Context: an optimization exercise on an open-source flow, tuned for small area. The choices shown serve that exercise and are no tape-out recipe. Function was checked by simulation only, so behaviour that the tests miss may differ from the original. No activity file was given, so power comes from the tool's default toggle rates.

`flow/design.v`:
```
module Alarm_Clock_EE271 (
	clk,
	pushBtn,
	switches,
	led,
	buzzer,
	ps,
	seg0, seg1,
	seg2, seg3,
	seg4, seg5,
	segDecimalPoint
);
input [9:0] switches;
input [1:0] pushBtn;
input clk;
output [9:0] led;
output reg buzzer;
output [3:0] ps;
output [7:0] seg0;
output [7:0] seg1;
output [7:0] seg2;
output [7:0] seg3;
output [6:0] seg4;
output [7:0] seg5;
output reg segDecimalPoint;
wire rst  = ~pushBtn[1];
wire setm = switches[9];
reg [1:0] currentState;
reg [3:0] dcnt;         
reg       button_state;
reg       switch_old;
reg [7:0] count;        
reg [1:0] hr_t;  reg [3:0] hr_u;
reg [4:0] mn_t;  reg [3:0] mn_u;
reg [2:0] sc_t;  reg [3:0] sc_u;
reg [1:0] ah_t;  reg [3:0] ah_u;
reg [1:0] am_t;  reg [3:0] am_u;
reg [1:0] th_t;  reg [3:0] th_u;
reg [1:0] tm_t;  reg [3:0] tm_u;
reg [2:0] ts_t;  reg [3:0] ts_u;
reg [4:0] sw_t;  reg [3:0] sw_u;
reg alarmflag, timerFlag, ledFlag;
reg [1:0] dh_t; reg [3:0] dh_u;
reg [2:0] dm_t; reg [3:0] dm_u;
reg [2:0] ds_t; reg [3:0] ds_u;
always @(*) begin
	case (currentState)
	2'd0: begin {dh_t, dh_u} = {hr_t, hr_u}; {dm_t, dm_u} = {mn_t[2:0], mn_u}; {ds_t, ds_u} = {sc_t, sc_u}; end
	2'd1: begin {dh_t, dh_u} = {ah_t, ah_u}; {dm_t, dm_u} = {1'b0, am_t, am_u}; {ds_t, ds_u} = 7'd0; end
	2'd2: begin {dh_t, dh_u} = {th_t, th_u}; {dm_t, dm_u} = {1'b0, tm_t, tm_u}; {ds_t, ds_u} = {ts_t, ts_u}; end
	default: begin {dh_t, dh_u} = 6'd0;      {dm_t, dm_u} = 7'd0;               {ds_t, ds_u} = {sw_t[2:0], sw_u}; end
	endcase
end
wire mn_over = (mn_t[4:3] != 2'd0) || (mn_t[2:0] == 3'd7) || (mn_t[2:0] == 3'd6 && mn_u != 4'd0);
wire sw_over = (sw_t[4:3] != 2'd0) || (sw_t[2:0] == 3'd7) || (sw_t[2:0] == 3'd6 && sw_u != 4'd0);
wire dm_blank = (currentState == 2'd0) & mn_over;
wire ds_blank = (currentState == 2'd3) & sw_over;
wire tick  = count[7] & count[6] & count[2] & count[1] & count[0];    
wire press = switch_old & ~pushBtn[0];
wire selH  = ~switches[0] &  switches[1];
wire selM  =  switches[0] & ~switches[1];
function [3:0] u_inc;
	input [3:0] u;
	u_inc = {u[3] | (u[2] & u[1] & u[0]), u[2] ^ (u[1] & u[0]), u[1] ^ u[0], ~u[0]};
endfunction
function [3:0] u_dec;
	input [3:0] u;
	u_dec = {u[3] & u[0], (u[2] & (u[1] | u[0])) | (u[3] & ~u[0]),
	         (u[1] & u[0]) | (~u[1] & ~u[0] & (u[2] | u[3])), ~u[0]};
endfunction
function [5:0] inc24;
	input [1:0] t; input [3:0] u;
	if (t[1] & u[1] & u[0]) inc24 = 6'd0;
	else if (u[3] & u[0]) inc24 = {t[0], ~t[0], 4'd0};
	else inc24 = {t, u_inc(u)};
endfunction
function [8:0] inc256;
	input [4:0] t; input [3:0] u;
	if (t[4] & t[3] & t[0] & u[2] & ~u[1] & u[0]) inc256 = 9'd0;
	else if (u[3] & u[0]) inc256 = {t + 5'd1, 4'd0};
	else inc256 = {t, u_inc(u)};
endfunction
wire [5:0] hr_inc = inc24(hr_t, hr_u);
wire [8:0] mn_inc = inc256(mn_t, mn_u);
wire [8:0] sw_inc = inc256(sw_t, sw_u);
wire [3:0] sc_u_inc = u_inc(sc_u);
wire [3:0] tm_u_dec = u_dec(tm_u);
wire [3:0] ts_u_dec = u_dec(ts_u);
wire sc_u9 = sc_u[3] & sc_u[0];
wire sc_59 = sc_t[2] & sc_t[0] & sc_u9;
wire mn_59 = (mn_t == 5'd5) && mn_u[3] && mn_u[0];
wire mn_23 = (mn_t == 5'd2) && (mn_u[2:0] == 3'd3);
wire [5:0] dh_inc = inc24(dh_t, dh_u);
wire [5:0] dm_inc = inc24(dm_t[1:0], dm_u);
wire dh_23 = dh_t[1] & dh_u[1] & dh_u[0];
wire dm_23 = dm_t[1] & dm_u[1] & dm_u[0];
wire ts_0  = (ts_t == 3'd0) && (ts_u == 4'd0);
wire tm_0  = (tm_t == 2'd0) && (tm_u == 4'd0);
always @(posedge clk) begin
	switch_old <= pushBtn[0];
	if (rst) begin
		{hr_t, hr_u} <= 0;
		{mn_t, mn_u} <= 0;
		{sc_t, sc_u} <= 0;
		{ah_t, ah_u} <= 0;
		{am_t, am_u} <= 0;
		{th_t, th_u} <= 0;
		{tm_t, tm_u} <= 0;
		{ts_t, ts_u} <= {3'd0, 4'd2};
		{sw_t, sw_u} <= 0;
		alarmflag <= 0;
		timerFlag <= 0;
		segDecimalPoint <= 0;
		count <= 0;
		buzzer <= 0;
	end else begin
		if (!setm) begin
			if (tick) begin
				count <= 0;
				if (sc_59) begin
					{sc_t, sc_u} <= 0;
					if (mn_59) begin
						{mn_t, mn_u} <= 0;
						{hr_t, hr_u} <= hr_inc;
					end else
						{mn_t, mn_u} <= mn_inc;
				end else if (sc_u9) begin
					sc_t <= sc_t + 3'd1;
					sc_u <= 4'd0;
				end else
					sc_u <= sc_u_inc;
				if (ts_0) begin
					if (!tm_0) begin
						{ts_t, ts_u} <= {3'd5, 4'd9};
						if (tm_u == 4'd0) begin
							tm_t <= {1'b0, tm_t[1]};
							tm_u <= 4'd9;
						end else
							tm_u <= tm_u_dec;
					end
				end else if (ts_u == 4'd0) begin
					ts_t <= ts_t - 3'd1;
					ts_u <= 4'd9;
				end else
					ts_u <= ts_u_dec;
				if (currentState == 2'd3 && switches[0])
					{sw_t, sw_u} <= sw_inc;
			end else begin
				count <= count + 8'd1;
				if (count > 8'd100) begin
					segDecimalPoint <= 1;
					if (ledFlag)
						buzzer <= 1;
				end else begin
					segDecimalPoint <= 0;
					buzzer <= 0;
				end
			end
		end else if (press) begin
			case (currentState)
			2'd0: begin
				if (selH) {hr_t, hr_u} <= hr_inc;
				else if (selM) {mn_t, mn_u} <= mn_23 ? 9'd0 : mn_inc;
			end
			2'd1: begin
				if (selH) begin
					{ah_t, ah_u} <= dh_inc;
					if (!dh_23) alarmflag <= 1;
				end else if (selM) begin
					{am_t, am_u} <= dm_inc;
					if (!dm_23) alarmflag <= 1;
				end
			end
			2'd2: begin
				if (selH) begin
					{th_t, th_u} <= dh_inc;
					if (!dh_23) timerFlag <= 1;
				end else if (selM) begin
					{tm_t, tm_u} <= dm_inc;
					if (!dm_23) timerFlag <= 1;
				end
			end
			default: ;
			endcase
		end
	end
end
wire dcnt_hit = dcnt[3];
wire dcnt_run = button_state ? pushBtn[0] : ~pushBtn[0];
always @(posedge clk) begin
	if (rst) begin
		currentState <= 2'd0;
		dcnt <= 4'd0;
		button_state <= 1'b1;
	end else if (dcnt_hit) begin
		dcnt <= {3'd0, ~button_state & pushBtn[0]};
		button_state <= ~button_state;
		if (!button_state && !setm)
			currentState <= currentState + 2'd1;
	end else begin
		dcnt <= dcnt_run ? dcnt + 4'd1 : 4'd0;
	end
end
always @(posedge clk)
	ledFlag <= ({hr_t, hr_u} == {ah_t, ah_u}) && ({mn_t, mn_u} == {3'd0, am_t, am_u}) && alarmflag ||
	           tm_0 && ts_0 && timerFlag;
assign led = {10{ledFlag}};
assign ps[1:0] = currentState;
assign ps[3] = (currentState == 2'd3) ? switches[0] : (setm & switches[0]);
assign ps[2] = (currentState == 2'd3) ? (switches[0] & switches[1]) : (setm & switches[1]);
function [6:0] digit;
	input [3:0] d;
	case (d)
	4'd0: digit = 7'b100_0000;
	4'd1: digit = 7'b111_1001;
	4'd2: digit = 7'b010_0100;
	4'd3: digit = 7'b011_0000;
	4'd4: digit = 7'b001_1001;
	4'd5: digit = 7'b001_0010;
	4'd6: digit = 7'b000_0010;
	4'd7: digit = 7'b111_1000;
	4'd8: digit = 7'b000_0000;
	4'd9: digit = 7'b001_0000;
	default: digit = 7'b111_1111;
	endcase
endfunction
function [6:0] tens;
	input [2:0] d;
	case (d)
	3'd0: tens = 7'b100_0000;
	3'd1: tens = 7'b111_1001;
	3'd2: tens = 7'b010_0100;
	3'd3: tens = 7'b011_0000;
	3'd4: tens = 7'b001_1001;
	3'd5: tens = 7'b001_0010;
	3'd6: tens = 7'b000_0010;
	default: tens = 7'b111_1111;
	endcase
endfunction
assign seg5 = {1'b1, tens({1'b0, dh_t})};
assign seg4 = digit(dh_u);
assign seg3 = {1'b1, tens(dm_t | {3{dm_blank}})};
assign seg2 = {1'b1, digit(dm_u | {4{dm_blank}})};
assign seg1 = {1'b1, tens(ds_t | {3{ds_blank}})};
assign seg0 = {1'b1, digit(ds_u | {4{ds_blank}})};
endmodule
```
`flow/run.sh`:
```
#!/bin/bash
# synth_recipe.tcl (not shown) runs the flow's synth.tcl, then flattens the netlist and writes it again
# the make line also repeats each setting of config.mk as NAME=value (left out here)
make -C /OpenROAD-flow-scripts/flow DESIGN_CONFIG=/design/flow/config.mk WORK_HOME=/design/flow/orfs CLKGATE_MAP_FILE= SYNTH_SCRIPT=/design/flow/synth_recipe.tcl finish
```
`flow/config.mk`:
```
export PLATFORM = sky130hd
export DESIGN_NAME = Alarm_Clock_EE271
export DESIGN_NICKNAME = Alarm_Clock_EE271
export VERILOG_FILES = /design/flow/design.v
export SDC_FILE = /design/flow/constraint.sdc
export NUM_CORES = 4
export LEC_CHECK = 0
export CAP_MARGIN = 20
export CORE_MARGIN = 2
export CORE_UTILIZATION = 40
export PLACE_DENSITY = 0.6
export SLEW_MARGIN = 20
```
`flow/constraint.sdc`:
```
create_clock -name core_clock -period 10.0 [get_ports {clk}]
set_input_delay 2.0000 -clock core_clock [delete_from_list [all_inputs] [get_ports {clk}]]
set_output_delay 2.0000 -clock core_clock [all_outputs]
set_load 0.01 [all_outputs]
```
==> impl_metrics.yaml, run 1 <==
power_and_ir_drop:
  p_leak_nw: 2.63
  power_uw: 730
  power.density_nw_per_um2: 109
  ir_drop_uv: 79.0
clock_tree:
  cts-htree-levels: 3
  cts_setup_buffers: 0
  ctsResizeCount: 0
  clock-sinks: 83
  cts_buffer_depth: 2
  cts_tree: "yes"
  path_clk_slew_ns: 0.06
  ctsHoldBuffers: 0
  clk_latency_ns: 0.35
  root_buffer: "clkbuf_16"
  cts_buffers: 9
layout:
  final_util: 0.483
  n_antenna_cell: 0
  area_growth_pct: 17.5
  mostFrequentLayoutCell: "dfxtp_1"
  fin_nets: 830
  drive_gt1_frac: 0.0501
  most-common-layout-cells: "83 x dfxtp_1, 78 x nor2_1, 72 x nand2_1, 62 x clkdlybuf4s50_1, 58 x a21oi_1"
sta:
  fin_tns_setup_ns: 0
  post-route-period-util: 0.585
  setup_violations: 0
  fmax_mhz: 171
  period_minus_slack_ns: 5.85
  relSlewSlack: 0.316
  tightest_slew_ns: 1.03
  clock_skew_ns: 0.00484
  final_hold_viol_count: 0
  grt_setup_unrepaired: "false"
  whs_ns: 0.450
  slew_viol_final: 0
die:
  core_um2: 13900
  ios: 76
  fp.dieH_um: 124
  die_width_um: 124
  start_util: 0.411
  rows: 43
  dieArea_um2: 15300
grt:
  grt_pass1_wl_um: 25100
  grtUsageTotal: 0.207
  grt_start_max_net_pins: 52
  grt_pass1_vias: 5102
  antenna_found_initial: 0
  overflow: 0
setup_path:
  path_delay_family: "compound AO/OA/AOI/OAI gates"
  crit_path_top_delay_cell: "a222oi_1"
  crit_fanout: 24
  worstPathRequired_ns: 8.00
  cp.arrival_ns: 3.85
  critical_path.max_stage_delay_ns: 0.93
  crit_path_end_kind: "output port"
  crit_buf_inv: 4
  worstSetupPathType: "reg -> out"
  crit_chain: "inv_1 > ha_1 > buf_4 > a222oi_1 > nor2_1 > inv_1 > ha_1 > o31a_1 > clkdlybuf4s50_1"
  startpoint_type: "register"
yosys:
  ys_seq_area_frac: 0.290
  postSynthRegisterBits: 83
  synth_area_leader_cell: "dfxtp_1"
  synth_flop_cell: "dfxtp_1"
  synth_top_area_share: 0.290
  synth_cell_types: 66
  async_reset_ff_frac: 0
  syn-instance-count: 741
  synth_area_um2: 5730
  ys_warn_count: 1
  synth_area_leaders: "dfxtp_1 29%, ha_1 9.6%, nor2_1 5.1%, a21oi_1 5.1%, nand2_1 4.7%"
  synth-edff-count: 0
  avgSynthCellArea_um2: 7.73
place:
  gp_congestion: 0.838
  portBuffers: 62
  hpwl_um: 11000
route:
  drtPass1Iterations: 8
  drtIter0Drc: 415
  route.detailed.drc: 0
  antenna_left: 0
  routed_wl_um: 15400
  vias: 5477
  wl_per_cell_um: 16.1
  vias_per_cell: 5.72
run:
  maxCapViolCount: 0
hold_path:
  hold_class: "reg -> reg"
run_status:
  status: "finished clean"
## Yosys cell counts (6+ instances only)
master     n
nand3_1   23
nand2b_1   6
a222oi_1  11
xnor2_1   16
o21a_1    10
or2_2      6
nand2_1   72
and3_1     9
a22oi_1    7
dfxtp_1   83
nand4b_1   8
o21ai_0   48
a21oi_1   58
mux2i_1   14
o31ai_1    9
ha_1      44
nor3_1    13
buf_4     19
or4_1      6
nor2_1    78
nor4_1    10
and2_1     9
a211oi_1   9
xor2_1    16
clkbuf_1  30
nor2b_1    6
o22ai_1    6
inv_1     34
## path summary, 6_finish.rpt
path                            cells after the start             from  slack (ns)  endpoint
worst min register to register                      2          dcnt[2]        0.45   dcnt[3]
worst max register to register                     10  currentState[0]        6.62   th_u[2]
worst max-delay path                                9  currentState[0]        4.15   seg4[3]
worst min-delay path                                2          dcnt[2]        0.45   dcnt[3]
## worst reg2reg max path, stage by stage (launching register included)
cell      delay, ns
dfxtp_1        0.44
inv_1          0.10
ha_1           0.20
buf_4          0.22
a222oi_1       0.95
nor2_1         0.33
ha_1           0.31
or3_1          0.34
a22oi_1        0.23
nand2_1        0.08
a21oi_1        0.12
## power breakdown
group | internal (mW) | switching, mW | leakage, nW | total [mW]
Combinational | 0.0121 | 0.0214 | 1.81 | 0.0335
Clock | 0.219 | 0.143 | 0.149 | 0.362
Sequential | 0.332 | 0.00226 | 0.670 | 0.335
Total | 0.564 | 0.166 | 2.63 | 0.730
## sequential cells by signal, indices dropped and copies added, names as in the netlist, 3 cells and up
register / cells
sw_t: 5
dcnt: 4
ah_u: 4
th_u: 4
count: 8
mn_u: 4
ts_u: 4
sc_u: 4
ts_t: 3
mn_t: 5
am_u: 4
sc_t: 3
tm_u: 4
hr_u: 4
sw_u: 4
## layer usage
metal	global-route usage	vias to the layer above	routed length (um)
met4	0.0682	0	217
met1	0.282	2609	7380
met5	0	-	0
met2	0.334	143	7110
li1	-	2707	-
met3	0.0316	18	699
## cells by family after synthesis
kind of cell | share of synthesized area
flip-flops | 0.290
XOR/XNOR | 0.0489
AO/OA/AOI/OAI | 0.227
AND/OR/NAND/NOR | 0.235
multiplexers | 0.0284
buffers and inverters | 0.0730
adder cells (fa/ha/maj) | 0.0962
other | 0.00131
## area by class of cell
type / instances / area [um^2]
Multi-Input combinational cell: 571 / 3690
Timing Repair Buffer: 73 / 703
Clock buffer: 10 / 229
Fill cell: 1375 / 7210
Inverter: 35 / 131
Tap cell: 180 / 225
Sequential cell: 83 / 1660
Clock inverter: 6 / 88.8
## per-stage QoR
stage | instance area, um^2 | cells | setup WS, ns
floorplan | 5740 | 745 | 5.19
global placement | 6400 | 942 | 4.43
detailed placement | 6400 | 942 | 4.43
CTS | 6720 | 958 | 4.16
global route | 6730 | 958 | 3.83
finish | 6730 | 958 | 4.15
==> inputs of run 2 (changes only) <==
==> flow/flow/run.sh (new file) <==
#!/bin/bash
# Own layout flow: the standard layout (standard.sh, all steps), with these
# changes that only affect how the combinational logic and buffers are built:
#  - synthesis maps logic with an area-oriented ABC script (flow/synth_area.tcl
#    wraps synth_recipe.tcl and only swaps the ABC script) and without the
#    half/full-adder extraction (ADDER_MAP_FILE empty);
#  - port buffers are buf_1 cells (BUFFER_PORTS_ARGS);
#  - clock tree of clkbuf_8 cells without dummy loads (CTS_ARGS).
# Registers, their names and cell types are those of the standard synthesis.
set -euo pipefail
work=$(pwd)
export MY_ABC_SCRIPT="$work/flow/abc_area.script"
export MY_WORK="$work"
bash standard.sh \
  SYNTH_SCRIPT="$work/flow/synth_area.tcl" \
  ADDER_MAP_FILE= \
  "BUFFER_PORTS_ARGS=-buffer_cell sky130_fd_sc_hd__buf_1" \
  "CTS_ARGS=-sink_clustering_enable -repair_clock_nets -buf_list sky130_fd_sc_hd__clkbuf_8 -dont_use_dummy_load" \
  finish > "$work/flow_standard.log" 2>&1
==> flow/flow/abc_area.script (new file) <==
strash
&get -n
&fraig -x
&put
scorr
dc2
dretime
strash
&get -n
&dch -f
&nf -R 1000 -p -F 8 -A 4 -C 32
&put
topo
==> flow/flow/synth_area.tcl (new file) <==
# synth_recipe.tcl with the ABC mapping script replaced by an area-oriented one
proc abc {args} {
  set i [lsearch -exact $args -script]
  if {$i >= 0} { lset args [expr {$i + 1}] $::env(MY_ABC_SCRIPT) }
  yosys abc {*}$args
}
source [file join $::env(MY_WORK) synth_recipe.tcl]
==> flow/standard.sh (new file) <==
#!/bin/bash
# synth_recipe.tcl (not shown) runs the flow's synth.tcl, then flattens the netlist and writes it again
# the make line also repeats each setting of config.mk as NAME=value (left out here)
make -C /OpenROAD-flow-scripts/flow DESIGN_CONFIG=/design/flow/config.mk WORK_HOME=/design/flow/orfs CLKGATE_MAP_FILE= SYNTH_SCRIPT=/design/flow/synth_recipe.tcl "${@:-finish}"
removed: flow/run.sh
==> impl_metrics.yaml, run 2 <==
yosys:
  avgSynthCellArea_um2: 7.50
  async_reset_ff_frac: 0
  synth-edff-count: 0
  yosysMostFrequentCell: "dfxtp_1"
  synth_area_leader_cell: "dfxtp_1"
  synth_cell_types: 48
  ys_top_cells_by_count: "83 x dfxtp_1, 77 x nor2_1, 68 x a21oi_1"
  ys_warn_count: 1
  synth_flop_cell: "dfxtp_1"
  postSynthRegisterBits: 83
  ys_seq_area_frac: 0.374
  synth_area_leaders: "dfxtp_1 37%, a21oi_1 7.7%, o21ai_0 6.9%, nor2_1 6.5%, nand2_1 5.6%"
  synth_area_um2: 4450
  synth_top_area_share: 0.374
  syn-instance-count: 593
die:
  core_um2: 10800
  dieArea_um2: 12000
  die_width_um: 109
  fp.dieH_um: 109
  ios: 76
  rows: 38
  start_util: 0.410
setup_path:
  startpoint_type: "input pin"
  crit_start: "switches[9]"
  crit_fanout: 20
  worstSetupPathType: "in -> out"
  cp.arrival_ns: 3.18
  crit_path_end_kind: "output port"
  rr_startpoint: "currentState[0]"
  worstPathRequired_ns: 8.00
power_and_ir_drop:
  power.density_nw_per_um2: 111
  power_uw: 544
  ir_drop_uv: 48.4
  p_leak_nw: 1.88
clock_tree:
  cts_tree: "yes"
  path_clk_slew_ns: 0.06
  cts_buffer_depth: 2
  root_buffer: "clkbuf_8"
  cts_buffers: 9
  clk_latency_ns: 0.36
  cts-htree-levels: 3
  ctsResizeCount: 0
  clock-sinks: 83
  ctsHoldBuffers: 0
  cts_setup_buffers: 0
route:
  vias_per_cell: 5.60
  topRoutingLayerUsed: "met4"
  drtIter0Drc: 308
  vias: 4461
  wl_met2_um: 5570
  antenna_left: 0
  drtPass1Iterations: 5
  routed_wl_um: 11700
  wl_met1_um: 5430
  wl_per_cell_um: 14.7
  wl_met3_um: 533
  route.detailed.drc: 0
hold_path:
  hold_class: "reg -> reg"
  hp-start: "buzzer"
sta:
  clock_skew_ns: 0.0125
  tightest_slew_ns: 1.04
  fin_tns_setup_ns: 0
  final_hold_viol_count: 0
  fin_ws_ns: 4.82
  relSlewSlack: 0.309
  slew_viol_final: 0
  fmax_mhz: 193
  period_minus_slack_ns: 5.18
  setup_violations: 0
  grt_setup_unrepaired: "false"
  post-route-period-util: 0.518
place:
  gp_congestion: 0.838
  hpwl_um: 8270
  portBuffers: 62
  place_ws_ns: 4.81
layout:
  largest_register_ffs: 8
  drive_gt1_frac: 0.0259
  n_antenna_cell: 0
  area_growth_pct: 10.3
  fin_nets: 671
  most-common-layout-cells: "83 x dfxtp_1, 77 x nor2_1, 68 x a21oi_1, 66 x nand2_1"
  final_util: 0.453
  top_register: "count"
  mostFrequentLayoutCell: "dfxtp_1"
grt:
  grt_pass1_vias: 4021
  antenna_found_initial: 0
  grtUsageTotal: 0.200
  grt_pass1_wl_um: 19100
  grt_start_max_net_pins: 51
  overflow: 0
run:
  maxCapViolCount: 0
run_status:
  status: "finished clean"
## run 2: cell types whose count changed in the layout (fill, tap and decap cells not counted), sizes merged, moves of 8 or more
| cell | change |
|---|---|
| nor3 | +10 |
| o21ai | +10 |
| a21oi | +10 |
| clkinv | +19 |
| ha | -44 |
| buf | +57 |
| inv | -35 |
| nand4b | -8 |
| nor2b | +9 |
| xnor2 | -11 |
| clkdlybuf4s50 | -62 |
| mux2i | -14 |
## run 2: per-stage QoR
step / instance area (um^2) / cells / hold slack [ns]
after floorplan: 4460 / 597 / 0.434
after global placement: 4780 / 787 / 0.449
after detailed placement: 4780 / 787 / 0.465
after CTS: 4910 / 796 / 0.480
after global routing: 4910 / 796 / 0.508
final: 4910 / 796 / 0.476
## run 2: area by class of cell
class                   instances  area, um^2
fillers                      1122        5930
multi-input cells             474        2580
flip-flops and latches         83        1660
repair buffers                 69         287
well taps                     140         175
clock buffers                   9         124
inverters                      21        78.8
## run 2: worst paths after layout
kind	to	slack (ns)	depth (start not counted)
max reg2reg	tm_u[2]	6.85	8
min	buzzer	0.48	2
max	ps[3]	4.82	4
min reg2reg	buzzer	0.48	2
## run 2: routing by layer
metal / vias up / GRT usage
met5: - / 0
met4: 0 / 0.0678
met3: 13 / 0.0356
met2: 121 / 0.330
met1: 2080 / 0.262
li1: 2247 / -
## run 2: report_power, final
| group | switching (mW) | internal [mW] | total [mW] |
|---|---|---|---|
| logic | 0.0161 | 0.00630 | 0.0224 |
| registers | 0.00180 | 0.332 | 0.334 |
| clock network | 0.107 | 0.0805 | 0.188 |
## run 2: worst max-delay path: stages
cell and delay (ns):
buf_1 0.73, nor2_1 0.15, nor2b_1 0.14, buf_1 0.15
## run 2: cells by family (layout without fill, tap and decap cells)
| family | count (synthesis) | in the layout | synth area share |
|---|---|---|---|
| xor+xnor | 20 | 20 | 0.0394 |
| mux | 2 | 2 | 0.00506 |
| simple gates | 257 | 257 | 0.271 |
| flops | 83 | 83 | 0.374 |
| compound gates | 189 | 189 | 0.259 |
| buf+inv | 40 | 99 | 0.0498 |
| other cells | 2 | 6 | 0.00169 |
==> inputs of run 3 (changes only) <==
--- a/flow/flow/run.sh
+++ b/flow/flow/run.sh
@@ -11,3 +11,3 @@
 work=$(pwd)
-export MY_ABC_SCRIPT="$work/flow/abc_area.script"
+
 export MY_WORK="$work"
==> flow/flow/abc_area1.script (new file) <==
strash
&get -n
&fraig -x
&put
scorr
dc2
dretime
strash
&get -n
&dch -f
&nf -R 1000 -p -F 8 -A 4 -C 32
&put
topo
==> flow/flow/abc_area2.script (new file) <==
strash
&get -n
&fraig -x
&put
scorr
dc2
dretime
strash
&get -n
&deepsyn -T 25 -S 2
&put
strash
&get -n
&dch -f
&nf -R 1000 -p -F 8 -A 4 -C 32
&put
topo
==> flow/flow/abc_area3.script (new file) <==
strash
&get -n
&fraig -x
&put
scorr
dc2
dretime
strash
&get -n
&deepsyn -T 25 -S 3
&put
strash
&get -n
&dch -f
&nf -R 1000 -p -F 8 -A 4 -C 32
&put
topo
==> flow/flow/abc_area4.script (new file) <==
strash
&get -n
&fraig -x
&put
scorr
dc2
dretime
strash
&get -n
&deepsyn -T 25 -S 4
&put
strash
&get -n
&dch -f
&nf -R 1000 -p -F 8 -A 4 -C 32
&put
topo
==> flow/flow/synth_area.tcl (replaced) <==
# synth_recipe.tcl with the ABC mapping step replaced: the logic is mapped
# several times with area-oriented ABC scripts (flow/abc_area*.script) and
# the smallest result is kept. Only combinational logic goes through ABC, so
# the registers stay exactly those of the standard synthesis.
proc abc_area_of_design {} {
  set lib_args {}
  foreach lib $::env(LIB_FILES) { lappend lib_args -liberty $lib }
  set s [tee -q -s result.string stat {*}$lib_args]
  if {[regexp {Chip area for [^:]*: +([0-9.eE+-]+)} $s -> a]} { return $a }
  return 1e99
}
proc abc {args} {
  set i [lsearch -exact $args -script]
  set scripts [lsort [glob -nocomplain [file join $::env(MY_WORK) flow abc_area*.script]]]
  if {$i < 0 || [llength $scripts] == 0} { yosys abc {*}$args; return }
  yosys design -save my_pre_abc
  set best 1e99
  set n 0
  foreach sc $scripts {
    yosys design -load my_pre_abc
    lset args [expr {$i + 1}] $sc
    yosys abc {*}$args
    set a [abc_area_of_design]
    puts "ABC script $sc: area $a"
    if {$a < $best} { set best $a; yosys design -save my_best_abc }
    incr n
  }
  yosys design -load my_best_abc
  puts "ABC best area $best of $n scripts"
}
source [file join $::env(MY_WORK) synth_recipe.tcl]
removed: flow/flow/abc_area.script
==> impl_metrics.yaml, run 3 <==
clock_tree:
  cts_tree: "yes"
  path_clk_slew_ns: 0.09
  ctsHoldBuffers: 0
  cts_setup_buffers: 0
  root_buffer: "clkbuf_8"
  ctsResizeCount: 0
  cts_buffer_depth: 2
  clk_latency_ns: 0.36
  cts_buffers: 9
  clock-sinks: 83
  cts-htree-levels: 3
setup_path:
  worstSetupPathType: "reg -> out"
  crit_path_end_kind: "output port"
  cp.arrival_ns: 3.42
  crit_start: "currentState[0]"
  path_delay_family: "compound AO/OA/AOI/OAI gates"
  rr_worst_depth: 14
  crit_chain: "nor2_1 > buf_4 > a222oi_1 > nor2b_1 > nor2_1 > a21o_1 > o21ai_0 > o21ai_0 > buf_1"
  crit_fanout: 14
  rr_startpoint: "count[0]"
  worstPathRequired_ns: 8.00
  r2r_end: "hr_u[2]"
  critical_path.max_stage_delay_ns: 0.96
  startpoint_type: "register"
  endpoint: "seg4[1]"
  worst-path-stages: 9
  reg2reg_slack_ns: 6.54
  crit_buf_inv: 2
  crit_path_top_delay_cell: "a222oi_1"
sta:
  fmax_mhz: 184
  setup_violations: 0
  grt_setup_unrepaired: "false"
  post-route-period-util: 0.542
  whs_ns: 0.476
  fin_tns_setup_ns: 0
  tightest_slew_ns: 1.08
  clock_skew_ns: 0.0254
  relSlewSlack: 0.278
  period_minus_slack_ns: 5.42
  slew_viol_final: 0
  final_hold_viol_count: 0
die:
  start_util: 0.411
  ios: 76
  dieArea_um2: 11400
  fp.dieH_um: 107
  rows: 37
  core_um2: 10300
  die_width_um: 107
hold_path:
  hold_class: "reg -> reg"
layout:
  mostFrequentLayoutCell: "dfxtp_1"
  top_register: "count"
  seqCellArea_um2: 1660
  final_area_um2: 4670
  fillers: 1061
  area_growth_pct: 10.1
  fin_nets: 624
  most-common-layout-cells: "83 x dfxtp_1, 66 x nand2_1, 62 x buf_1, 61 x nor2_1, 45 x a21oi_1"
  multi_input_area_um2: 2350
  largest_register_ffs: 8
  drive_gt1_frac: 0.0213
  n_antenna_cell: 0
grt:
  grtUsageTotal: 0.195
  grt_start_max_net_pins: 35
  antenna_found_initial: 0
  grt_pass1_vias: 3731
  grt_pass1_wl_um: 18000
  overflow: 0
yosys:
  synth_area_leaders: "dfxtp_1 39%, nand2_1 5.8%, nor2_1 5.4%, a21oi_1 5.3%, o21ai_0 5.1%"
  postSynthRegisterBits: 83
  synth_top_area_share: 0.392
  ys_seq_area_frac: 0.392
  synth_cell_types: 49
  synth_area_leader_cell: "dfxtp_1"
  yosysMostFrequentCell: "dfxtp_1"
  synth_area_um2: 4240
  ys_warn_count: 1
  ys_top_cells_by_count: "83 x dfxtp_1, 66 x nand2_1, 61 x nor2_1"
  syn-instance-count: 550
  synth_flop_cell: "dfxtp_1"
  synth-edff-count: 0
  avgSynthCellArea_um2: 7.71
  async_reset_ff_frac: 0
power_and_ir_drop:
  power.density_nw_per_um2: 122
  power_uw: 571
  p_leak_nw: 1.70
  ir_drop_uv: 69.9
route:
  route.detailed.drc: 0
  vias: 4195
  drtIter0Drc: 334
  routed_wl_um: 10800
  vias_per_cell: 5.63
  drtPass1Iterations: 5
  antenna_left: 0
  wl_per_cell_um: 14.5
run:
  maxCapViolCount: 0
run_status:
  status: "finished clean"
place:
  gp_congestion: 0.894
  hpwl_um: 8080
  portBuffers: 62
  post_dp_cell_area_um2: 4540
[run 3: cell count changes after synthesis, sizes merged, moves of 6 or more]
cell / change
xor2: -8
o22ai: +8
nand3: -6
nor3: +8
o21ai: -18
a21oi: -23
and3: -6
clkinv: +8
nor2: -16
[run 3: layout make-up]
class | count | area share
Inverter | 29 | 0.0233
Sequential cell | 83 | 0.356
Clock buffer | 9 | 0.0265
Timing Repair Buffer | 65 | 0.0546
Multi-Input combinational cell | 423 | 0.503
Tap cell | 136 | 0.0364
[run 3: layer usage]
metal,vias up,track usage,routed length [um]
met4,0,0.0501,60
met1,1935,0.262,5230
met2,139,0.317,4910
li1,2114,-,-
met3,7,0.0444,613
met5,-,0,0
[run 3: how the worst min path moves through the flow]
stage                     cells after the start      end    start
after global routing                          1  th_t[0]  th_t[0]
after CTS                                     2   buzzer   buzzer
final                                         2   buzzer   buzzer
after detailed placement                      2   buzzer   buzzer
after global placement                        1  dcnt[0]  dcnt[0]
after floorplan                               1  dcnt[0]  dcnt[0]
[run 3: cells by family after synthesis]
| logic type | synth area share |
|---|---|
| AO/OA/AOI/OAI | 0.249 |
| XOR/XNOR | 0.0289 |
| buffers and inverters | 0.0593 |
| flip-flops | 0.392 |
| multiplexers | 0.00236 |
| other | 0.00177 |
| AND/OR/NAND/NOR | 0.267 |
[run 3: per-stage QoR]
step	worst slack, ns	cells	utilization
after global placement	4.51	736	0.440
after CTS	4.58	745	0.452
after floorplan	5.39	554	-
after global routing	4.20	745	0.452
final	4.58	745	0.452
after detailed placement	4.51	736	0.440
[run 3: power by group]
group	switching (mW)	internal (mW)	total (mW)
sequential	0.00580	0.335	0.341
combinational	0.0271	0.0149	0.0420
clock	0.108	0.0806	0.188
total	0.141	0.431	0.571
[run 3: worst register-to-register path, stage by stage, from the launching register on]
cell	delay [ns]
dfxtp_1	0.35
nor2b_1	0.27
and3_1	0.32
and3_1	0.37
nand4_1	0.24
nor2_1	0.21
a21oi_1	0.12
nor3_1	0.39
nand3_1	0.19
o31a_1	0.17
nor2_1	0.18
o21ai_0	0.14
nor4_1	0.27
nor2_1	0.07
a21oi_1	0.11
==> inputs of run 4 (changes only) <==
--- a/flow/design.v
+++ b/flow/design.v
@@ -24,3 +24,3 @@
 output [7:0] seg5;
-output reg segDecimalPoint;
+output segDecimalPoint;
 wire rst  = ~pushBtn[1];
@@ -58,2 +58,4 @@
 wire tick  = count[7] & count[6] & count[2] & count[1] & count[0];    
+wire c200  = count[7] & count[6] & count[3];
+assign segDecimalPoint = (count > 8'd101);
 wire press = switch_old & ~pushBtn[0];
@@ -112,3 +114,2 @@
 		timerFlag <= 0;
-		segDecimalPoint <= 0;
 		count <= 0;
@@ -117,4 +118,4 @@
 		if (!setm) begin
+			count <= c200 ? 8'd1 : count + 8'd1;
 			if (tick) begin
-				count <= 0;
 				if (sc_59) begin
@@ -147,12 +148,9 @@
 					{sw_t, sw_u} <= sw_inc;
-			end else begin
-				count <= count + 8'd1;
-				if (count > 8'd100) begin
-					segDecimalPoint <= 1;
+			end
+			if (!tick) begin
+				if (count > 8'd100 && !c200) begin
 					if (ledFlag)
 						buzzer <= 1;
-				end else begin
-					segDecimalPoint <= 0;
+				end else
 					buzzer <= 0;
-				end
 			end
==> flow/flow/abc_area5.script (new file) <==
strash
&get -n
&fraig -x
&put
scorr
dc2
dretime
strash
&get -n
&deepsyn -T 25 -S 5
&put
strash
&get -n
&dch -f
&nf -R 1000 -p -F 8 -A 4 -C 32
&put
topo
==> flow/flow/abc_area6.script (new file) <==
strash
&get -n
&fraig -x
&put
scorr
dc2
dretime
strash
&get -n
&deepsyn -T 25 -S 6
&put
strash
&get -n
&dch -f
&nf -R 1000 -p -F 8 -A 4 -C 32
&put
topo
==> flow/flow/abc_area7.script (new file) <==
strash
&get -n
&fraig -x
&put
scorr
dc2
dretime
strash
&get -n
&deepsyn -T 25 -S 7
&put
strash
&get -n
&dch -f
&nf -R 1000 -p -F 8 -A 4 -C 32
&put
topo
==> impl_metrics.yaml, run 4 <==
run_status:
  status: "finished clean"
grt:
  overflow: 0
  grt_pass1_vias: 3862
  grtUsageTotal: 0.196
  grt_start_max_net_pins: 35
  grt_pass1_wl_um: 18200
  antenna_found_initial: 0
route:
  route.detailed.drc: 0
  vias: 4212
  wl_per_cell_um: 14.5
  vias_per_cell: 5.62
  drtPass1Iterations: 5
  routed_wl_um: 10900
  drtIter0Drc: 262
  antenna_left: 0
layout:
  multi_input_area_um2: 2340
  mostFrequentLayoutCell: "dfxtp_1"
  final_util: 0.452
  final_cells: 749
  fillers: 1073
  top_register: "count"
  n_antenna_cell: 0
  seqCellArea_um2: 1640
  drive_gt1_frac: 0.0212
  most-common-layout-cells: "82 x dfxtp_1, 74 x nand2_1, 62 x buf_1, 61 x nor2_1, 55 x a21oi_1"
  largest_register_ffs: 8
  fin_nets: 628
  area_growth_pct: 10.2
die:
  fp.dieH_um: 107
  ios: 76
  die_width_um: 107
  rows: 37
  start_util: 0.410
  dieArea_um2: 11400
  core_um2: 10300
sta:
  clock_skew_ns: 0.0390
  fin_tns_setup_ns: 0
  fmax_mhz: 186
  final_hold_viol_count: 0
  slew_viol_final: 0
  period_minus_slack_ns: 5.37
  whs_ns: 0.476
  relSlewSlack: 0.395
  post-route-period-util: 0.537
  tightest_slew_ns: 0.907
  setup_violations: 0
  grt_setup_unrepaired: "false"
place:
  portBuffers: 62
  gp_congestion: 0.903
  placed_cells_incl_taps: 740
  hpwl_um: 8030
yosys:
  synth_area_leaders: "dfxtp_1 39%, nand2_1 6.6%, a21oi_1 6.5%, nor2_1 5.4%, o21ai_0 4.0%"
  ys_warn_count: 1
  synth_area_um2: 4210
  avgSynthCellArea_um2: 7.62
  synth_flop_cell: "dfxtp_1"
  ys_seq_area_frac: 0.390
  synth_area_leader_cell: "dfxtp_1"
  async_reset_ff_frac: 0
  synth_top_area_share: 0.390
  synth_cell_types: 45
  yosysMostFrequentCell: "dfxtp_1"
  ys_top_cells_by_count: "82 x dfxtp_1, 74 x nand2_1, 61 x nor2_1"
  postSynthRegisterBits: 82
  synth-edff-count: 0
  syn-instance-count: 553
setup_path:
  worstSetupPathType: "in -> reg"
  startpoint_type: "input pin"
  worstPathRequired_ns: 10.28
  cp.arrival_ns: 5.65
  crit_path_end_kind: "register"
  crit_fanout: 13
clock_tree:
  clk_latency_ns: 0.35
  cts_setup_buffers: 0
  path_clk_slew_ns: 0.07
  ctsResizeCount: 0
  cts_buffers: 9
  clock-sinks: 82
  cts-htree-levels: 3
  cts_buffer_depth: 2
  ctsHoldBuffers: 0
  cts_tree: "yes"
  root_buffer: "clkbuf_8"
power_and_ir_drop:
  power.density_nw_per_um2: 129
  ir_drop_uv: 67.6
  power_uw: 597
  p_leak_nw: 1.68
hold_path:
  hold_class: "reg -> reg"
run:
  maxCapViolCount: 0
## run 4: area by class of cell
class                   count  share of cell area
clock buffers               9              0.0267
repair buffers             66              0.0566
inverters                  28              0.0226
well taps                 136              0.0367
multi-input cells         428               0.504
flip-flops and latches     82               0.354
## run 4: path summary, 6_finish.rpt
| path | end | start | slack (ns) | cells past startpoint |
|---|---|---|---|---|
| worst min-delay path | th_t[1] | th_t[1] | 0.48 | 2 |
| worst max register to register | hr_u[2] | count[0] | 6.26 | 13 |
| worst max-delay path | hr_u[2] | switches[9] | 4.63 | 14 |
| worst min register to register | th_t[1] | th_t[1] | 0.48 | 2 |
## run 4: through the flow
| stage | instance area [um^2] | worst slack (ns) |
|---|---|---|
| floorplan | 4230 | 5.26 |
| global placement | 4520 | 4.36 |
| detailed placement | 4520 | 4.30 |
| CTS | 4640 | 4.65 |
| global route | 4640 | 4.21 |
| finish | 4640 | 4.63 |
## run 4: power breakdown
group | leakage (nW) | internal, mW | total [mW] | switching, mW
combinational | 0.955 | 0.0246 | 0.0770 | 0.0524
sequential | 0.662 | 0.332 | 0.337 | 0.00501
clock | 0.0647 | 0.0804 | 0.183 | 0.103
total | 1.68 | 0.437 | 0.597 | 0.160
## run 4: cells by family after synthesis
| logic type | count (synthesis) | share of synthesized area |
|---|---|---|
| AOI/OAI and AO/OA | 159 | 0.239 |
| xor gates and xnor gates | 13 | 0.0270 |
| buffers and inverters | 47 | 0.0588 |
| DFF | 82 | 0.390 |
| muxes | 3 | 0.00713 |
| other | 2 | 0.00178 |
| and+or+nand+nor | 247 | 0.277 |
## run 4: worst max-delay path, stage by stage
cell and delay (ns):
buf_1 0.26, nor2b_1 0.34, and3_1 0.30, and3_1 0.42
nand2_1 0.13, nor3b_1 0.44, nand2_1 0.22, or3_1 0.44
a21boi_0 0.18, nor2_1 0.26, o21ai_0 0.16, nor4_1 0.31
nor2_1 0.07, a21oi_1 0.11
## run 4: metal layers
layer	track usage	wire length (um)	vias up
met5	0	0	-
met4	0.0529	128	0
met3	0.0347	706	9
met2	0.331	5160	128
met1	0.258	4880	1971
li1	-	-	2104
==> inputs of run 5 (changes only) <==
--- a/flow/design.v
+++ b/flow/design.v
@@ -198,3 +198,3 @@
 	end else begin
-		dcnt <= dcnt_run ? dcnt + 4'd1 : 4'd0;
+		dcnt <= dcnt_run ? {dcnt[2] & dcnt[1] & dcnt[0], dcnt[2] ^ (dcnt[1] & dcnt[0]), dcnt[1] ^ dcnt[0], ~dcnt[0]} : 4'd0;
 	end
@@ -221,2 +221,7 @@
 	4'd9: digit = 7'b001_0000;
+	4'd10: digit = 7'b000_0100;
+	4'd11: digit = 7'b011_1100;
+	4'd12: digit = 7'b001_1001;
+	4'd13: digit = 7'b001_0011;
+	4'd14: digit = 7'b000_0111;
 	default: digit = 7'b111_1111;
@@ -237,3 +242,12 @@
 endfunction
-assign seg5 = {1'b1, tens({1'b0, dh_t})};
+function [6:0] htens;
+	input [1:0] d;
+	case (d)
+	2'd0: htens = 7'b100_0000;
+	2'd1: htens = 7'b111_1001;
+	2'd2: htens = 7'b010_0100;
+	default: htens = 7'b011_1101;
+	endcase
+endfunction
+assign seg5 = {1'b1, htens(dh_t)};
 assign seg4 = digit(dh_u);
==> flow/flow/abc_area10.script (new file) <==
strash
&get -n
&fraig -x
&put
scorr
dc2
dretime
strash
&get -n
&deepsyn -T 25 -S 10
&put
strash
&get -n
&dch -f
&nf -R 1000 -p -F 8 -A 4 -C 32
&put
topo
==> flow/flow/abc_area8.script (new file) <==
strash
&get -n
&fraig -x
&put
scorr
dc2
dretime
strash
&get -n
&deepsyn -T 25 -S 8
&put
strash
&get -n
&dch -f
&nf -R 1000 -p -F 8 -A 4 -C 32
&put
topo
==> flow/flow/abc_area9.script (new file) <==
strash
&get -n
&fraig -x
&put
scorr
dc2
dretime
strash
&get -n
&deepsyn -T 25 -S 9
&put
strash
&get -n
&dch -f
&nf -R 1000 -p -F 8 -A 4 -C 32
&put
topo
==> impl_metrics.yaml, run 5 <==
sta:
  final_hold_viol_count: 0
  tightest_slew_ns: 0.901
  slew_viol_final: 0
  period_minus_slack_ns: 5.07
  fmax_mhz: 197
  fin_tns_setup_ns: 0
  setup_violations: 0
  clock_skew_ns: 0.0184
  grt_setup_unrepaired: "false"
  relSlewSlack: 0.399
  post-route-period-util: 0.507
yosys:
  synth_top_area_share: 0.388
  synth_flop_cell: "dfxtp_1"
  avgSynthCellArea_um2: 7.77
  syn-instance-count: 544
  yosysMostFrequentCell: "dfxtp_1"
  synth_area_um2: 4230
  async_reset_ff_frac: 0
  synth_area_leaders: "dfxtp_1 39%, nand2_1 6.1%, a21oi_1 6.0%, o21ai_0 5.7%, nor2_1 4.4%"
  ys_top_cells_by_count: "82 x dfxtp_1, 69 x nand2_1, 51 x a21oi_1"
  ys_seq_area_frac: 0.388
  synth_cell_types: 47
  ys_warn_count: 1
  synth-edff-count: 0
  postSynthRegisterBits: 82
  synth_area_leader_cell: "dfxtp_1"
route:
  vias: 4178
  drtPass1Iterations: 5
  vias_per_cell: 5.65
  drtIter0Drc: 338
  wl_per_cell_um: 14.9
  route.detailed.drc: 0
  routed_wl_um: 11000
  antenna_left: 0
clock_tree:
  ctsHoldBuffers: 0
  ctsResizeCount: 0
  clock-sinks: 82
  cts_buffers: 9
  cts_setup_buffers: 0
  path_clk_slew_ns: 0.08
  cts_tree: "yes"
  cts_buffer_depth: 2
  root_buffer: "clkbuf_8"
  cts-htree-levels: 3
  clk_latency_ns: 0.36
grt:
  grt_start_max_net_pins: 36
  grt_pass1_vias: 3848
  antenna_found_initial: 0
  grtUsageTotal: 0.201
  grt_pass1_wl_um: 18400
  overflow: 0
run:
  maxCapViolCount: 0
power_and_ir_drop:
  power_uw: 543
  power.density_nw_per_um2: 117
  ir_drop_uv: 45.0
  p_leak_nw: 1.71
layout:
  area_growth_pct: 10.2
  multi_input_area_um2: 2350
  drive_gt1_frac: 0.0232
  n_antenna_cell: 0
  mostFrequentLayoutCell: "dfxtp_1"
  fin_nets: 619
  fillers: 1061
  most-common-layout-cells: "82 x dfxtp_1, 69 x nand2_1, 62 x buf_1, 51 x a21oi_1, 49 x nor2_1"
  top_register: "count"
  seqCellArea_um2: 1640
  largest_register_ffs: 8
setup_path:
  critical_path.max_stage_delay_ns: 0.65
  startpoint_type: "register"
  crit_chain: "nor2b_1 > buf_4 > a222oi_1 > nor2_1 > clkinv_1 > o21ai_0 > buf_1"
  crit_fanout: 12
  worstSetupPathType: "reg -> out"
  crit_path_end_kind: "output port"
  cp.arrival_ns: 3.07
  worstPathRequired_ns: 8.00
  crit_path_top_delay_cell: "nor2b_1"
die:
  dieArea_um2: 11400
  ios: 76
  start_util: 0.411
  die_width_um: 107
  rows: 37
  fp.dieH_um: 107
  core_um2: 10300
place:
  gp_congestion: 0.823
  portBuffers: 62
  hpwl_um: 8120
run_status:
  status: "finished clean"
hold_path:
  hold_class: "reg -> reg"
-- run 5: changes by cell type after synthesis, sizes merged, moves of 4 or more --
cell	previous run	this run
nand2	74	69
a22o	1	5
nor2	61	49
a21oi	55	51
and3	9	14
o21ai	34	48
o22ai	13	7
nand3	20	16
-- run 5: worst paths after layout --
| kind | startpoint | end | slack (ns) | cells past startpoint |
|---|---|---|---|---|
| worst max register to register | count[0] | mn_t[1] | 6.80 | 11 |
| worst max-delay path | currentState[0] | seg2[3] | 4.93 | 7 |
| worst min-delay path | th_u[2] | th_u[2] | 0.48 | 2 |
| worst min register to register | th_u[2] | th_u[2] | 0.48 | 2 |
-- run 5: cell families after synthesis --
| kind of cell | after synthesis | share of synthesized area |
|---|---|---|
| xor+xnor | 15 | 0.0311 |
| simple gates | 224 | 0.256 |
| flops | 82 | 0.388 |
| compound gates | 174 | 0.263 |
| other cells | 2 | 0.00178 |
| buf+inv | 47 | 0.0595 |
-- run 5: per-layer routing --
layer / up-vias / track usage / share of wire
li1: 2102 / - / -
met1: 1941 / 0.257 / 0.45
met2: 124 / 0.343 / 0.48
met3: 11 / 0.0419 / 0.060
met4: 0 / 0.0566 / 0.011
met5: - / 0 / 0
-- run 5: per-stage QoR --
stage | std cells | setup WS, ns | instance area, um^2 | util | hold slack, ns
2_1_floorplan | 548 | 5.56 | 4240 | - | 0.424
3_3_place_gp | 731 | 4.81 | 4530 | 0.441 | 0.441
3_5_place_dp | 731 | 4.79 | 4530 | 0.441 | 0.453
4_1_cts | 740 | 4.91 | 4660 | 0.453 | 0.477
5_1_grt | 740 | 4.58 | 4660 | 0.453 | 0.504
6_report | 740 | 4.93 | 4660 | 0.453 | 0.478
-- run 5: critical path: cells and delay by family (launching register included) --
family | cells | cell delay, ns
and+or+nand+nor | 2 | 1.11
AOI/OAI and AO/OA | 2 | 0.36
DFF | 1 | 0.59
buffers and inverters | 3 | 0.66
-- run 5: power breakdown --
group	internal (mW)	switching, mW
Sequential	0.329	0.00303
Clock	0.0805	0.107
Combinational	0.00691	0.0157
Total	0.417	0.126
-- run 5: cell type report --
cell class                 instances  share of cell area
multi-input combinational        419               0.504
sequential                        82               0.353
timing repair buffer              67              0.0580
tap                              136              0.0365
clock buffer                       9              0.0266
inverter                          27              0.0218
==> inputs of run 6 (changes only) <==
--- a/flow/design.v
+++ b/flow/design.v
@@ -32,9 +32,9 @@
 reg [7:0] count;        
-reg [1:0] hr_t;  reg [3:0] hr_u;
+reg [4:0] hr;
 reg [4:0] mn_t;  reg [3:0] mn_u;
 reg [2:0] sc_t;  reg [3:0] sc_u;
-reg [1:0] ah_t;  reg [3:0] ah_u;
-reg [1:0] am_t;  reg [3:0] am_u;
-reg [1:0] th_t;  reg [3:0] th_u;
-reg [1:0] tm_t;  reg [3:0] tm_u;
+reg [4:0] ah;
+reg [4:0] am;
+reg [4:0] th;
+reg [4:0] tm;
 reg [2:0] ts_t;  reg [3:0] ts_u;
@@ -42,4 +42,12 @@
 reg alarmflag, timerFlag, ledFlag;
-reg [1:0] dh_t; reg [3:0] dh_u;
-reg [2:0] dm_t; reg [3:0] dm_u;
+function [5:0] c24_digits;
+	input [4:0] c;
+	reg hi;
+	begin
+		hi = c[3] & (c[2] | c[1]);
+		c24_digits = {hi, c[4], hi ? {2'b00, c[2], c[0]} : c[3:0]};
+	end
+endfunction
+reg [4:0] dh;               
+reg [4:0] dmc;              
 reg [2:0] ds_t; reg [3:0] ds_u;
@@ -47,8 +55,14 @@
 	case (currentState)
-	2'd0: begin {dh_t, dh_u} = {hr_t, hr_u}; {dm_t, dm_u} = {mn_t[2:0], mn_u}; {ds_t, ds_u} = {sc_t, sc_u}; end
-	2'd1: begin {dh_t, dh_u} = {ah_t, ah_u}; {dm_t, dm_u} = {1'b0, am_t, am_u}; {ds_t, ds_u} = 7'd0; end
-	2'd2: begin {dh_t, dh_u} = {th_t, th_u}; {dm_t, dm_u} = {1'b0, tm_t, tm_u}; {ds_t, ds_u} = {ts_t, ts_u}; end
-	default: begin {dh_t, dh_u} = 6'd0;      {dm_t, dm_u} = 7'd0;               {ds_t, ds_u} = {sw_t[2:0], sw_u}; end
+	2'd0: begin dh = hr; dmc = am; {ds_t, ds_u} = {sc_t, sc_u}; end
+	2'd1: begin dh = ah; dmc = am; {ds_t, ds_u} = 7'd0; end
+	2'd2: begin dh = th; dmc = tm; {ds_t, ds_u} = {ts_t, ts_u}; end
+	default: begin dh = 5'd0; dmc = tm; {ds_t, ds_u} = {sw_t[2:0], sw_u}; end
 	endcase
 end
+wire [5:0] dh_d  = c24_digits(dh);
+wire [5:0] dmc_d = c24_digits(dmc);
+wire [1:0] dh_t = dh_d[5:4];
+wire [3:0] dh_u = dh_d[3:0];
+wire [2:0] dm_t = (currentState == 2'd0) ? mn_t[2:0] : (currentState == 2'd3) ? 3'd0 : {1'b0, dmc_d[5:4]};
+wire [3:0] dm_u = (currentState == 2'd0) ? mn_u : (currentState == 2'd3) ? 4'd0 : dmc_d[3:0];
 wire mn_over = (mn_t[4:3] != 2'd0) || (mn_t[2:0] == 3'd7) || (mn_t[2:0] == 3'd6 && mn_u != 4'd0);
@@ -72,7 +86,13 @@
 endfunction
-function [5:0] inc24;
-	input [1:0] t; input [3:0] u;
-	if (t[1] & u[1] & u[0]) inc24 = 6'd0;
-	else if (u[3] & u[0]) inc24 = {t[0], ~t[0], 4'd0};
-	else inc24 = {t, u_inc(u)};
+function [4:0] c24_inc;
+	input [4:0] c;
+	if (c[3] & c[2] & c[0]) c24_inc = 5'd0;                                  
+	else if (c[3] & ~c[1] & c[0]) c24_inc = c[4] ? 5'b0_1010 : 5'b1_0000;    
+	else c24_inc = {c[4], u_inc(c[3:0])};
+endfunction
+function [4:0] c24_dec;
+	input [4:0] c;
+	if (~c[4] & c[3] & c[1] & ~c[0]) c24_dec = 5'b1_1001;                   
+	else if (c[4] & (c[3:0] == 4'd0)) c24_dec = 5'b0_1001;                  
+	else c24_dec = {c[4], c[3:0] - 4'd1};
 endfunction
@@ -84,3 +104,3 @@
 endfunction
-wire [5:0] hr_inc = inc24(hr_t, hr_u);
+wire [4:0] hr_inc = c24_inc(hr);
 wire [8:0] mn_inc = inc256(mn_t, mn_u);
@@ -88,3 +108,2 @@
 wire [3:0] sc_u_inc = u_inc(sc_u);
-wire [3:0] tm_u_dec = u_dec(tm_u);
 wire [3:0] ts_u_dec = u_dec(ts_u);
@@ -94,8 +113,8 @@
 wire mn_23 = (mn_t == 5'd2) && (mn_u[2:0] == 3'd3);
-wire [5:0] dh_inc = inc24(dh_t, dh_u);
-wire [5:0] dm_inc = inc24(dm_t[1:0], dm_u);
-wire dh_23 = dh_t[1] & dh_u[1] & dh_u[0];
-wire dm_23 = dm_t[1] & dm_u[1] & dm_u[0];
+wire [4:0] dh_inc = c24_inc(dh);
+wire [4:0] dm_inc = c24_inc(dmc);
+wire dh_23 = dh[3] & dh[2] & dh[0];
+wire dm_23 = dmc[3] & dmc[2] & dmc[0];
 wire ts_0  = (ts_t == 3'd0) && (ts_u == 4'd0);
-wire tm_0  = (tm_t == 2'd0) && (tm_u == 4'd0);
+wire tm_0  = (tm == 5'd0);
 always @(posedge clk) begin
@@ -103,9 +122,9 @@
 	if (rst) begin
-		{hr_t, hr_u} <= 0;
+		hr <= 0;
 		{mn_t, mn_u} <= 0;
 		{sc_t, sc_u} <= 0;
-		{ah_t, ah_u} <= 0;
-		{am_t, am_u} <= 0;
-		{th_t, th_u} <= 0;
-		{tm_t, tm_u} <= 0;
+		ah <= 0;
+		am <= 0;
+		th <= 0;
+		tm <= 0;
 		{ts_t, ts_u} <= {3'd0, 4'd2};
@@ -124,3 +143,3 @@
 						{mn_t, mn_u} <= 0;
-						{hr_t, hr_u} <= hr_inc;
+						hr <= hr_inc;
 					end else
@@ -135,7 +154,3 @@
 						{ts_t, ts_u} <= {3'd5, 4'd9};
-						if (tm_u == 4'd0) begin
-							tm_t <= {1'b0, tm_t[1]};
-							tm_u <= 4'd9;
-						end else
-							tm_u <= tm_u_dec;
+						tm <= c24_dec(tm);
 					end
@@ -159,3 +174,3 @@
 			2'd0: begin
-				if (selH) {hr_t, hr_u} <= hr_inc;
+				if (selH) hr <= hr_inc;
 				else if (selM) {mn_t, mn_u} <= mn_23 ? 9'd0 : mn_inc;
@@ -164,6 +179,6 @@
 				if (selH) begin
-					{ah_t, ah_u} <= dh_inc;
+					ah <= dh_inc;
 					if (!dh_23) alarmflag <= 1;
 				end else if (selM) begin
-					{am_t, am_u} <= dm_inc;
+					am <= dm_inc;
 					if (!dm_23) alarmflag <= 1;
@@ -173,6 +188,6 @@
 				if (selH) begin
-					{th_t, th_u} <= dh_inc;
+					th <= dh_inc;
 					if (!dh_23) timerFlag <= 1;
 				end else if (selM) begin
-					{tm_t, tm_u} <= dm_inc;
+					tm <= dm_inc;
 					if (!dm_23) timerFlag <= 1;
@@ -198,7 +213,8 @@
 	end else begin
-		dcnt <= dcnt_run ? {dcnt[2] & dcnt[1] & dcnt[0], dcnt[2] ^ (dcnt[1] & dcnt[0]), dcnt[1] ^ dcnt[0], ~dcnt[0]} : 4'd0;
+		dcnt <= dcnt_run ? dcnt + 4'd1 : 4'd0;
 	end
 end
+wire [5:0] am_d = c24_digits(am);
 always @(posedge clk)
-	ledFlag <= ({hr_t, hr_u} == {ah_t, ah_u}) && ({mn_t, mn_u} == {3'd0, am_t, am_u}) && alarmflag ||
+	ledFlag <= (hr == ah) && ({mn_t, mn_u} == {3'd0, am_d}) && alarmflag ||
 	           tm_0 && ts_0 && timerFlag;
@@ -221,7 +237,2 @@
 	4'd9: digit = 7'b001_0000;
-	4'd10: digit = 7'b000_0100;
-	4'd11: digit = 7'b011_1100;
-	4'd12: digit = 7'b001_1001;
-	4'd13: digit = 7'b001_0011;
-	4'd14: digit = 7'b000_0111;
 	default: digit = 7'b111_1111;
@@ -242,12 +253,3 @@
 endfunction
-function [6:0] htens;
-	input [1:0] d;
-	case (d)
-	2'd0: htens = 7'b100_0000;
-	2'd1: htens = 7'b111_1001;
-	2'd2: htens = 7'b010_0100;
-	default: htens = 7'b011_1101;
-	endcase
-endfunction
-assign seg5 = {1'b1, htens(dh_t)};
+assign seg5 = {1'b1, tens({1'b0, dh_t})};
 assign seg4 = digit(dh_u);
==> impl_metrics.yaml, run 6 <==
setup_path:
  critical_path.max_stage_delay_ns: 0.67
  crit_chain: "nor2_1 > buf_4 > and2_0 > a31oi_1 > nand2b_1 > o31ai_1 > clkinv_1 > o21ai_0 > clkinv_1 > buf_1"
  crit_buf_inv: 4
  cp.arrival_ns: 3.53
  cp_common_cell: "clkinv_1"
  worstSetupPathType: "reg -> out"
  crit_fanout: 17
  worstPathRequired_ns: 8.00
  crit_path_top_delay_cell: "dfxtp_1"
  path_delay_family: "compound AO/OA/AOI/OAI gates"
  startpoint_type: "register"
  crit_path_end_kind: "output port"
die:
  die_width_um: 106
  dieArea_um2: 11200
  fp.dieH_um: 106
  rows: 37
  ios: 76
  core_um2: 10200
  start_util: 0.407
grt:
  overflow: 0
  use_met3: 0.0417
  grt_pass1_vias: 3890
  grt_pass1_wl_um: 18000
  grtUsageTotal: 0.195
  busiest_layer: "met2"
  gr-usage-met1: 0.240
  grt_start_max_net_pins: 29
  gr-usage-met2: 0.346
  antenna_found_initial: 0
power_and_ir_drop:
  clockPowerShare: 0.354
  p_leak_nw: 1.66
  power_uw: 511
  power.density_nw_per_um2: 111
  seqPwrFrac: 0.607
  p_switching_uw: 116
  switching_share: 0.227
  ir_drop_uv: 67.0
  comb_power_share: 0.039
  intPower_uw: 395
yosys:
  ys_top_cells_by_count: "77 x dfxtp_1, 72 x nor2_1, 64 x nand2_1"
  postSynthRegisterBits: 77
  ys_seq_area_frac: 0.370
  synth_flop_cell: "dfxtp_1"
  syn-instance-count: 546
  synth_area_leaders: "dfxtp_1 37%, nor2_1 6.5%, o21ai_0 6.0%, nand2_1 5.8%, a21oi_1 4.6%"
  synth_top_area_share: 0.370
  synth_area_leader_cell: "dfxtp_1"
  ys_warn_count: 1
  async_reset_ff_frac: 0
  yosysMostFrequentCell: "dfxtp_1"
  synth-edff-count: 0
  avgSynthCellArea_um2: 7.62
  synth_cell_types: 50
  synth_area_um2: 4160
place:
  gp_congestion: 0.844
  place_ws_ns: 4.42
  placed_cells_incl_taps: 733
  hpwl_um: 7790
  post_dp_cell_area_um2: 4470
  portBuffers: 62
route:
  routed_wl_um: 10500
  route.detailed.drc: 0
  vias: 4089
  vias_per_cell: 5.50
  drtPass1Iterations: 5
  antenna_left: 0
  wl_per_cell_um: 14.1
  drtIter0Drc: 215
layout:
  fin_nets: 622
  final_util: 0.449
  top_register: "count"
  area_growth_pct: 10.4
  most-common-layout-cells: "77 x dfxtp_1, 72 x nor2_1, 64 x nand2_1, 62 x buf_1, 50 x o21ai_0"
  final_area_um2: 4600
  seqCellArea_um2: 1540
  final_cells: 743
  n_antenna_cell: 0
  drive_gt1_frac: 0.0231
  multi_input_area_um2: 2410
  mostFrequentLayoutCell: "dfxtp_1"
  fillers: 1063
  largest_register_ffs: 8
sta:
  final_hold_viol_count: 0
  whs_ns: 0.461
  fin_tns_setup_ns: 0
  clock_skew_ns: 0.0403
  period_minus_slack_ns: 5.53
  fin_ws_ns: 4.47
  fmax_mhz: 181
  tightest_slew_ns: 0.804
  relSlewSlack: 0.464
  post-route-period-util: 0.553
  slew_viol_final: 0
  setup_violations: 0
  grt_setup_unrepaired: "false"
clock_tree:
  cts_setup_buffers: 0
  cts-htree-levels: 3
  cts_buffers: 9
  root_buffer: "clkbuf_8"
  path_clk_slew_ns: 0.07
  clk_latency_ns: 0.37
  ctsResizeCount: 0
  cts_tree: "yes"
  clock-sinks: 77
  cts_buffer_depth: 2
  ctsHoldBuffers: 0
run:
  maxCapViolCount: 0
hold_path:
  hold_class: "reg -> reg"
run_status:
  status: "finished clean"
[run 6: final cells by class]
cell class	count	share of cell area
well taps	136	0.0370
inverters	21	0.0171
repair buffers	67	0.0582
clock buffers	9	0.0269
flip-flops and latches	77	0.335
multi-input cells	433	0.525
[run 6: routing by layer]
layer | part of all wire | vias to the layer above
met2 | 0.50 | 91
met1 | 0.45 | 1916
li1 | - | 2071
met5 | 0 | -
met3 | 0.045 | 11
met4 | 0.0089 | 0
[run 6: kinds of logic (layout without fill, tap and decap cells)]
group	Yosys count	count (layout)	synth area share
AND/OR/NAND/NOR	247	247	0.284
multiplexers	3	3	0.00751
AO/OA/AOI/OAI	152	152	0.231
buffers and inverters	40	97	0.0532
other	2	6	0.00180
flip-flops	77	77	0.370
XOR/XNOR	25	25	0.0526
[run 6: power groups by stage]
| stage | Combinational [mW] | Sequential [mW] | Clock, mW |
|---|---|---|---|
| after floorplan | 0.0143 | 0.317 | 0 |
| after CTS | 0.0199 | 0.310 | 0.186 |
| after global routing | 0.0226 | 0.310 | 0.199 |
| after global placement | 0.0195 | 0.317 | 0 |
| final | 0.0199 | 0.310 | 0.181 |
| after detailed placement | 0.0199 | 0.317 | 0 |
[run 6: path summary, 6_finish.rpt]
check	end	slack [ns]	startpoint	cells after the start
max	seg2[3]	4.47	currentState[1]	10
min	alarmflag	0.46	alarmflag	1
max reg2reg	hr[4]	6.33	count[0]	12
min reg2reg	alarmflag	0.46	alarmflag	1

==> separate check: timing with driven ports <==
Ports are ideal in the flow. The routed layouts listed here were re-timed in OpenROAD.
Step 1 (the two cells are an assumption about what drives the block):
set clk [get_ports {clk}]
set_driving_cell -lib_cell sky130_fd_sc_hd__clkbuf_16 $clk
set_driving_cell -lib_cell sky130_fd_sc_hd__buf_2 [delete_from_list [all_inputs] $clk]
Step 2 times the ports against the registers' clock, not the clock port: input delays grow and output delays shrink by t, the midpoint of the rising clock arrivals with the driver on.
a / b / c = ideal / step 1 / step 2; a / b = the first two.
run | t, ns | slack for setup (ns) | worst setup path after step 2
run 1 | 0.389 | 4.148 / 4.105 / 4.400 | input to output
run 2 | 0.382 | 4.821 / 4.794 / 4.732 | input to register
run 3 | 0.381 | 4.575 / 4.542 / 4.501 | input to register
run 4 | 0.364 | 4.627 / 4.636 / 4.272 | input to register
run 5 | 0.387 | 4.929 / 4.895 / 4.825 | input to register
run 6 | 0.379 | 4.470 / 4.442 / 4.412 | input to register
After both steps every run listed still meets setup and hold. The setup slack of run 4, which loses most, moves by +0.009 ns with the drivers and by -0.355 ns with both steps.
